Source: an optimization exercise on an open RTL-to-GDS flow (aim: small area). Production flows keep margins and buffers that such runs may drop.
Only simulation tests tie the RTL to the original design; equivalence was not proved.
No driver is modelled on the clock port, so clocking that relies on it looks cheaper here than on a real chip.
Power and IR drop assume default switching activity.

Setup of v43:
## timer
module timer (
    input wire clk,
    input wire reset_n,
    input wire cs,
    input wire we,
    input  wire [ 7 : 0] address,
    input  wire [31 : 0] write_data,
    output wire [31 : 0] read_data,
    output wire          ready
);
==> flow/config.mk <==
export PLATFORM = sky130hd
export DESIGN_NAME = timer
export DESIGN_NICKNAME = timer
export VERILOG_FILES = /design/flow/design.v
export SDC_FILE = /design/flow/constraint.sdc
export NUM_CORES = 4
export LEC_CHECK = 0
export CAP_MARGIN = 5
export CORE_MARGIN = 2
export CORE_UTILIZATION = 70
export SLEW_MARGIN = 5
==> flow/constraint.sdc <==
create_clock -name core_clock -period 5.0 [get_ports {clk}]
set_input_delay 1.0000 -clock core_clock [delete_from_list [all_inputs] [get_ports {clk}]]
set_output_delay 1.0000 -clock core_clock [all_outputs]
set_load 0.01 [all_outputs]
standard.sh (not shown) runs the stock make flow with config.mk's settings and CLKGATE_MAP_FILE= SYNTH_SCRIPT=/design/flow/synth_recipe.tcl, a recipe that flattens the netlist after the stock synthesis.
==> flow/flow/run.sh <==
#!/bin/bash
# Standard ORFS layout with smaller port buffers and a lighter clock tree.
set -euo pipefail
HERE=$(pwd)
export BUFFER_PORTS_ARGS="-buffer_cell sky130_fd_sc_hd__buf_1"
export CTS_ARGS="-sink_clustering_enable -repair_clock_nets -buf_list sky130_fd_sc_hd__clkbuf_8 -root_buf sky130_fd_sc_hd__clkbuf_8 -dont_use_dummy_load -sink_clustering_size 40"
if [[ -f flow/post_resize.tcl ]]; then export POST_RESIZE_TCL=$HERE/flow/post_resize.tcl; fi
bash standard.sh > standard.log 2>&1
==> flow/flow/post_resize.tcl <==
# Downsize cells off the critical paths to recover area.
repair_timing -recover_power 100 -setup_margin 0.3
diff inputs: v43 => v22
-- flow/config.mk --
<<< v43, line 8
export CAP_MARGIN = 5
>>> v22, line 8
export CAP_MARGIN = 20
<<< v43, line 10
export CORE_UTILIZATION = 70
export SLEW_MARGIN = 5
>>> v22, line 10
export CORE_UTILIZATION = 40
export SLEW_MARGIN = 20
Notes after the runs:
v22 — combinational power about 4.7% lower, v43 as reference. First-pass GRT wire length in v22 is 1.6 mm above v43. Changes observed in v22 relative to v43: smallest setup slack after layout has decreased, final critical-path required period has increased, sequential share of layout area has decreased, final-layout clock-cell area share has remained practically unchanged, final cell count has increased.
--- input diff v22..v36 ---
==> flow/flow/run.sh <==
#!/bin/bash
# Standard ORFS layout (the standard.sh) with these changes:
#  - synthesis maps logic with an area-oriented ABC script (flow/synth.tcl, flow/area.abc);
#  - ports are buffered with buf_1;
#  - a lighter clock tree (clkbuf_8, no dummy loads);
#  - after placement repair, cells off the critical paths are downsized (flow/post_resize.tcl).
set -euo pipefail
HERE=$(pwd)
export AREA_ABC_SCRIPT=$HERE/flow/area.abc
export BUFFER_PORTS_ARGS="-buffer_cell sky130_fd_sc_hd__buf_1"
export CTS_ARGS="-sink_clustering_enable -repair_clock_nets -buf_list sky130_fd_sc_hd__clkbuf_8 -root_buf sky130_fd_sc_hd__clkbuf_8 -dont_use_dummy_load -sink_clustering_size 40"
export POST_RESIZE_TCL=$HERE/flow/post_resize.tcl
sed "s#SYNTH_SCRIPT=[^ ]*#SYNTH_SCRIPT=$HERE/flow/synth.tcl#" standard.sh > my_standard.sh
grep -q "SYNTH_SCRIPT=$HERE/flow/synth.tcl" my_standard.sh
bash my_standard.sh > standard.log 2>&1
==> flow/flow/area.abc (new file) <==
&get -n
&st
&syn2
&dch
&nf -R 1000
&st
&syn2
&dch
&nf -R 1000
&put
topo
stime -c
==> flow/flow/synth.tcl (new file) <==
# synth_recipe.tcl with one change: ABC maps the logic with flow/area.abc, an area-oriented
# script, instead of ORFS's speed script. Registers are mapped before ABC, so they stay the
# same as in the standard synthesis.
proc synth {args} { yosys synth -nofsm -noshare {*}$args }
proc abc {args} {
  set i [lsearch -exact $args -script]
  if { $i >= 0 } { lset args [expr {$i + 1}] $::env(AREA_ABC_SCRIPT) }
  yosys abc {*}$args
}
source $::env(SCRIPTS_DIR)/synth.tcl
# left out here: clear keep_hierarchy, flatten, clean up, hide names made inside functions, write 1_2_yosys.v
--- outcome ---
Part of the cycle the worst path needs in v36 is 4.4 points below v22.
v36 vs v22, total number of multi-input combinational cells went up by 76.
Diff v22 and v36: via count higher in v36
Between v36 and v22, it is v36 whose die span in x is lower, by about 3.4%.

========
Setup of exp/willow:
Starting RTL as in the previous note.
Settings: LEC_CHECK=0, CAP_MARGIN=0, CORE_MARGIN=2, CORE_UTILIZATION=40, SLEW_MARGIN=0; clock period 5.0 ns.
==> flow/flow/run.sh <==
#!/bin/bash
# Standard ORFS layout (the standard.sh) with these changes:
#  - synthesis maps logic with an area-oriented ABC script (flow/synth.tcl, flow/area.abc);
#  - ports are buffered with buf_1;
#  - a hand-built clock tree (flow/cts_tree.tcl): one clkbuf_8 root driving
#    CLOCK_TREE_LEAVES clkbuf_8 leaves, each driving one cluster of flip-flops;

set -euo pipefail
HERE=$(pwd)
export AREA_ABC_SCRIPT=$HERE/flow/area.abc
export BUFFER_PORTS_ARGS="-buffer_cell sky130_fd_sc_hd__buf_1"
export CLOCK_TREE_LEAVES=8
export PRE_CTS_TCL=$HERE/flow/cts_tree.tcl
# TritonCTS then only looks at the clock port's net, which has a single sink, and skips it.
export CTS_ARGS="-clk_nets clk -buf_list sky130_fd_sc_hd__clkbuf_8"

sed "s#SYNTH_SCRIPT=[^ ]*#SYNTH_SCRIPT=$HERE/flow/synth.tcl#" standard.sh > my_standard.sh
grep -q "SYNTH_SCRIPT=$HERE/flow/synth.tcl" my_standard.sh
bash my_standard.sh > standard.log 2>&1
==> flow/flow/cts_tree.tcl <==
# PRE_CTS hook: build the clock tree by hand. The flip-flops are split into
# CLOCK_TREE_LEAVES k-means clusters of about equal size; each cluster gets a clkbuf_8 at its
# centre, and one clkbuf_8 root at the centre of the leaves drives them all, so the clock
# port drives a single cell pin. TritonCTS then finds no clock net left to buffer.
proc manual_clock_tree { nb cell rootcell } {
  set block [ord::get_db_block]
  set clknet [$block findNet clk]
  set sinks {}
  foreach it [$clknet getITerms] {
    set inst [$it getInst]
    set bb [$inst getBBox]
    lappend sinks [list $it [expr {([$bb xMin] + [$bb xMax]) / 2}] [expr {([$bb yMin] + [$bb yMax]) / 2}]]
  }
  set n [llength $sinks]
  set srt [lsort -integer -command {apply {{a b} {expr {([lindex $a 1]+[lindex $a 2]) - ([lindex $b 1]+[lindex $b 2])}}}} $sinks]
  set cen {}
  for {set g 0} {$g < $nb} {incr g} {
    set s [lindex $srt [expr {(2 * $g + 1) * $n / (2 * $nb)}]]
    lappend cen [list [lindex $s 1] [lindex $s 2]]
  }
  set cap [expr {($n + $nb - 1) / $nb + 2}]
  for {set iter 0} {$iter < 30} {incr iter} {
    # balanced assignment: nearest centre first, with a size cap per cluster
    set pairs {}
    set i 0
    foreach s $sinks {
      set g 0
      foreach c $cen {
        set d [expr {abs([lindex $s 1] - [lindex $c 0]) + abs([lindex $s 2] - [lindex $c 1])}]
        lappend pairs [list $d $i $g]
        incr g
      }
      incr i
    }
    set pairs [lsort -integer -index 0 $pairs]
    set asg [lrepeat $n -1]
    set cnt [lrepeat $nb 0]
    foreach p $pairs {
      lassign $p d i g
      if {[lindex $asg $i] >= 0} continue
      if {[lindex $cnt $g] >= $cap} continue
      lset asg $i $g
      lset cnt $g [expr {[lindex $cnt $g] + 1}]
    }
    set newcen {}
    for {set g 0} {$g < $nb} {incr g} {
      set sx 0; set sy 0; set k 0
      for {set i 0} {$i < $n} {incr i} {
        if {[lindex $asg $i] == $g} {
          set s [lindex $sinks $i]
          set sx [expr {$sx + [lindex $s 1]}]; set sy [expr {$sy + [lindex $s 2]}]; incr k
        }
      }
      if {$k > 0} { lappend newcen [list [expr {$sx / $k}] [expr {$sy / $k}]] } else { lappend newcen [lindex $cen $g] }
    }
    set cen $newcen
  }
  set master [[ord::get_db] findMaster $cell]
  set rx 0; set ry 0
  for {set g 0} {$g < $nb} {incr g} {
    set buf [odb::dbInst_create $block $master "clkbuf_leaf_$g"]
    set net [odb::dbNet_create $block "clknet_leaf_$g"]
    $net setSigType CLOCK
    $buf setLocation [lindex $cen $g 0] [lindex $cen $g 1]
    $buf setPlacementStatus PLACED
    [$buf findITerm X] connect $net
    set rx [expr {$rx + [lindex $cen $g 0]}]; set ry [expr {$ry + [lindex $cen $g 1]}]
  }
  set root [odb::dbInst_create $block [[ord::get_db] findMaster $rootcell] "clkbuf_root"]
  set rnet [odb::dbNet_create $block "clknet_root"]
  $rnet setSigType CLOCK
  $root setLocation [expr {$rx / $nb}] [expr {$ry / $nb}]
  $root setPlacementStatus PLACED
  [$root findITerm X] connect $rnet
  for {set g 0} {$g < $nb} {incr g} {
    [[$block findInst "clkbuf_leaf_$g"] findITerm A] connect $rnet
  }
  for {set i 0} {$i < $n} {incr i} {
    set it [lindex $sinks $i 0]
    $it disconnect
    $it connect [$block findNet "clknet_leaf_[lindex $asg $i]"]
  }
  [$root findITerm A] connect $clknet
  puts "manual clock tree: $n sinks, $nb leaves, cluster sizes $cnt"
}

manual_clock_tree $::env(CLOCK_TREE_LEAVES) sky130_fd_sc_hd__clkbuf_8 sky130_fd_sc_hd__clkbuf_8
Other scripts of this flow, unchanged in this note and not shown: flow/flow/area.abc, flow/flow/synth.tcl
The final layout from exp/willow, which completed every stage, passed the timing, DRC and antenna checks at the end of the flow.
diff inputs: exp/willow => exp/yarrow
diff --git a/flow/flow/run.sh b/flow/flow/run.sh
--- a/flow/flow/run.sh
+++ b/flow/flow/run.sh
@@ -11,3 +11,3 @@
 export BUFFER_PORTS_ARGS="-buffer_cell sky130_fd_sc_hd__buf_1"
-export CLOCK_TREE_LEAVES=8
+export CLOCK_TREE_LEAVES=10
 export PRE_CTS_TCL=$HERE/flow/cts_tree.tcl
Results
Relative to exp/willow, register-to-register slack has gone down in exp/yarrow.
On met2 layer usage reported by global route, exp/willow and exp/yarrow are basically level.
exp/yarrow vs. exp/willow: shortest period the worst path allows went up by 0.042 ns.
Wire length of the first global-routing pass was higher in exp/yarrow than in exp/willow.
Min worst path setup slack after routing across exp/willow and exp/yarrow: exp/yarrow
Number of antenna diodes: exp/yarrow vs exp/willow identical
Per the comparison of exp/yarrow with exp/willow, total power up 2.4%, highest ir drop seen on vdd shows a reduction of about 7%, proportion of layout cells with a drive suffix above 1 now larger, clock network fraction of total power rose by 1.7 points.
Summary — portion of the clock cycle consumed by the worst path in the final layout, exp/yarrow relative to exp/willow: higher, by 0.84 points.
What exp/juniper does differently from exp/yarrow at the input level:
- CAP_MARGIN now 20, was 0
- SLEW_MARGIN now 20, was 0
diff --git a/flow/flow/run.sh b/flow/flow/run.sh
--- a/flow/flow/run.sh
+++ b/flow/flow/run.sh
@@ -6,3 +6,3 @@
 #    CLOCK_TREE_LEAVES clkbuf_8 leaves, each driving one cluster of flip-flops;
-
+#  - after placement repair, cells off the critical paths are downsized (flow/post_resize.tcl).
 set -euo pipefail
@@ -15,3 +15,3 @@
 export CTS_ARGS="-clk_nets clk -buf_list sky130_fd_sc_hd__clkbuf_8"
-
+export POST_RESIZE_TCL=$HERE/flow/post_resize.tcl
 sed "s#SYNTH_SCRIPT=[^ ]*#SYNTH_SCRIPT=$HERE/flow/synth.tcl#" standard.sh > my_standard.sh
==> flow/flow/post_resize.tcl (new file) <==
# Downsize cells off the critical paths to recover area.
repair_timing -recover_power 100 -setup_margin 0.3
### Flow results
Going from exp/yarrow to exp/juniper, layout overhead on the synthesized area grows by 0.57 points. Looking at exp/juniper and exp/yarrow, the post-route worst setup slack is a wash. [compare] base=exp/yarrow new=exp/juniper: clock share of power flat, register fraction of the total cell area down 0.24 points, design area up 0.50%, switching power up about 0.5%. In terms of die area, exp/juniper and exp/yarrow differ only marginally.
Edits applied to the flow inputs when going from exp/juniper to exp/lagoon:
- CAP_MARGIN now 0, was 20
- SLEW_MARGIN now 0, was 20
- GPL_TIMING_DRIVEN now 0, previously not set
==> results.txt <==
The final layout from exp/lagoon, which completed every stage, passed the timing, DRC and antenna checks at the end of the flow.
Wire length of the first global-routing pass delta (exp/lagoon − exp/juniper): favourable
Sort exp/lagoon and exp/juniper by total combinational power, ascending, and exp/juniper comes first.
On overall power, exp/lagoon and exp/juniper are basically level.
NOTE cell area reported after detailed placement exp/juniper->exp/lagoon increased slightly
For compound-gate portion of the synthesized area, exp/lagoon and exp/juniper come out practically identical.
Going from exp/juniper to exp/lagoon, DRC violation total after the first TritonRoute iteration has decreased; number of vias after detailed routing went down by 115; stage delay of the slowest cell on the critical path decreased by 0.03 ns relative to the old numbers.
Diff exp/lagoon..exp/juniper | cell area | negligible
Final period utilization (higher): exp/lagoon
#### Input delta (exp/xenon over exp/lagoon)
- GPL_TIMING_DRIVEN removed (was 0)
--- outcome ---
exp/xenon went all the way through the flow, and no timing, DRC or antenna check failed. Diff exp/lagoon -> exp/xenon | critical path data arrival time | decrease of 0.19 ns. Flip-flop and latch count delta (exp/xenon -> exp/lagoon): insignificant. Between exp/lagoon and exp/xenon, the overall power does not differ in any meaningful way. Cell area of exp/lagoon is on par with exp/xenon. Higher switching part of the total was reported by exp/xenon, not exp/lagoon. Max-slew headroom at the worst pin: exp/xenon < exp/lagoon. The fraction of area in registers of exp/xenon and that of exp/lagoon are within noise of each other. Capturing element of the worst setup path: timer_ctr[30] -> exp/xenon, timer_ctr[28] -> exp/lagoon.
Modified inputs, exp/onyx compared to exp/xenon
diff --git a/flow/flow/run.sh b/flow/flow/run.sh
--- a/flow/flow/run.sh
+++ b/flow/flow/run.sh
@@ -3,2 +3,3 @@
 #  - synthesis maps logic with an area-oriented ABC script (flow/synth.tcl, flow/area.abc);
+#  - floorplan skips its wire-load-model timing repair;
 #  - ports are buffered with buf_1;
@@ -6,3 +7,3 @@
 #    CLOCK_TREE_LEAVES clkbuf_8 leaves, each driving one cluster of flip-flops;
-#  - after placement repair, cells off the critical paths are downsized (flow/post_resize.tcl).
+
 set -euo pipefail
@@ -10,4 +11,7 @@
 export AREA_ABC_SCRIPT=$HERE/flow/area.abc
+# Floorplan: only remove synthesis buffers; its timing repair sizes cells up against
+# wire-load estimates that placement shows are not needed.
+export REMOVE_ABC_BUFFERS=1
 export BUFFER_PORTS_ARGS="-buffer_cell sky130_fd_sc_hd__buf_1"
-export CLOCK_TREE_LEAVES=10
+export CLOCK_TREE_LEAVES=8
 export PRE_CTS_TCL=$HERE/flow/cts_tree.tcl
@@ -15,3 +19,3 @@
 export CTS_ARGS="-clk_nets clk -buf_list sky130_fd_sc_hd__clkbuf_8"
-export POST_RESIZE_TCL=$HERE/flow/post_resize.tcl
+
 sed "s#SYNTH_SCRIPT=[^ ]*#SYNTH_SCRIPT=$HERE/flow/synth.tcl#" standard.sh > my_standard.sh
removed: flow/flow/post_resize.tcl
==> comparison <==
exp/onyx closes out successfully: all stages finished, all timing, DRC and antenna checks passed.
Setup slack | exp/onyx above exp/xenon
The vias per cell was comparable across exp/onyx and exp/xenon.
There was hardly any difference in critical path's largest stage delay between exp/onyx and exp/xenon.
exp/onyx: met3 wire length higher than exp/xenon

afterwards: timing with drivers on the ports:
In the flow no input, the clock included, has a driving cell. The finished layouts below were timed again as built, in two steps. Step 1 (the two cells are an assumption about what drives the block):
set clk [get_ports {clk}]
set_driving_cell -lib_cell sky130_fd_sc_hd__clkbuf_16 $clk
set_driving_cell -lib_cell sky130_fd_sc_hd__buf_2 [delete_from_list [all_inputs] $clk]
Step 2 also shifts input and output timing later by t, the mid clock arrival at the registers, as if the neighbouring blocks saw the same clock. Slacks: ideal / step 1 / step 2; pairs: ideal / step 1.
run | shift t [ns] | slack for setup (ns) | worst slew at a driven data input, ns
v43 | 0.453 | 0.553 / 0.553 / 0.553 | 0.05
v22 | 0.476 | 0.519 / 0.519 / 0.519 | 0.04
v36 | 0.471 | 0.741 / 0.741 / 0.741 | 0.03
exp/willow | 0.427 | 0.755 / 0.755 / 0.755 | 0.03
exp/yarrow | 0.433 | 0.713 / 0.713 / 0.713 | 0.03
exp/juniper | 0.428 | 0.712 / 0.712 / 0.712 | 0.03
exp/lagoon | 0.430 | 0.695 / 0.695 / 0.695 | 0.03
exp/xenon | 0.429 | 0.847 / 0.847 / 0.847 | 0.03
exp/onyx | 0.419 | 1.063 / 1.063 / 1.063 | 0.04
After both steps every run listed still meets setup and hold.
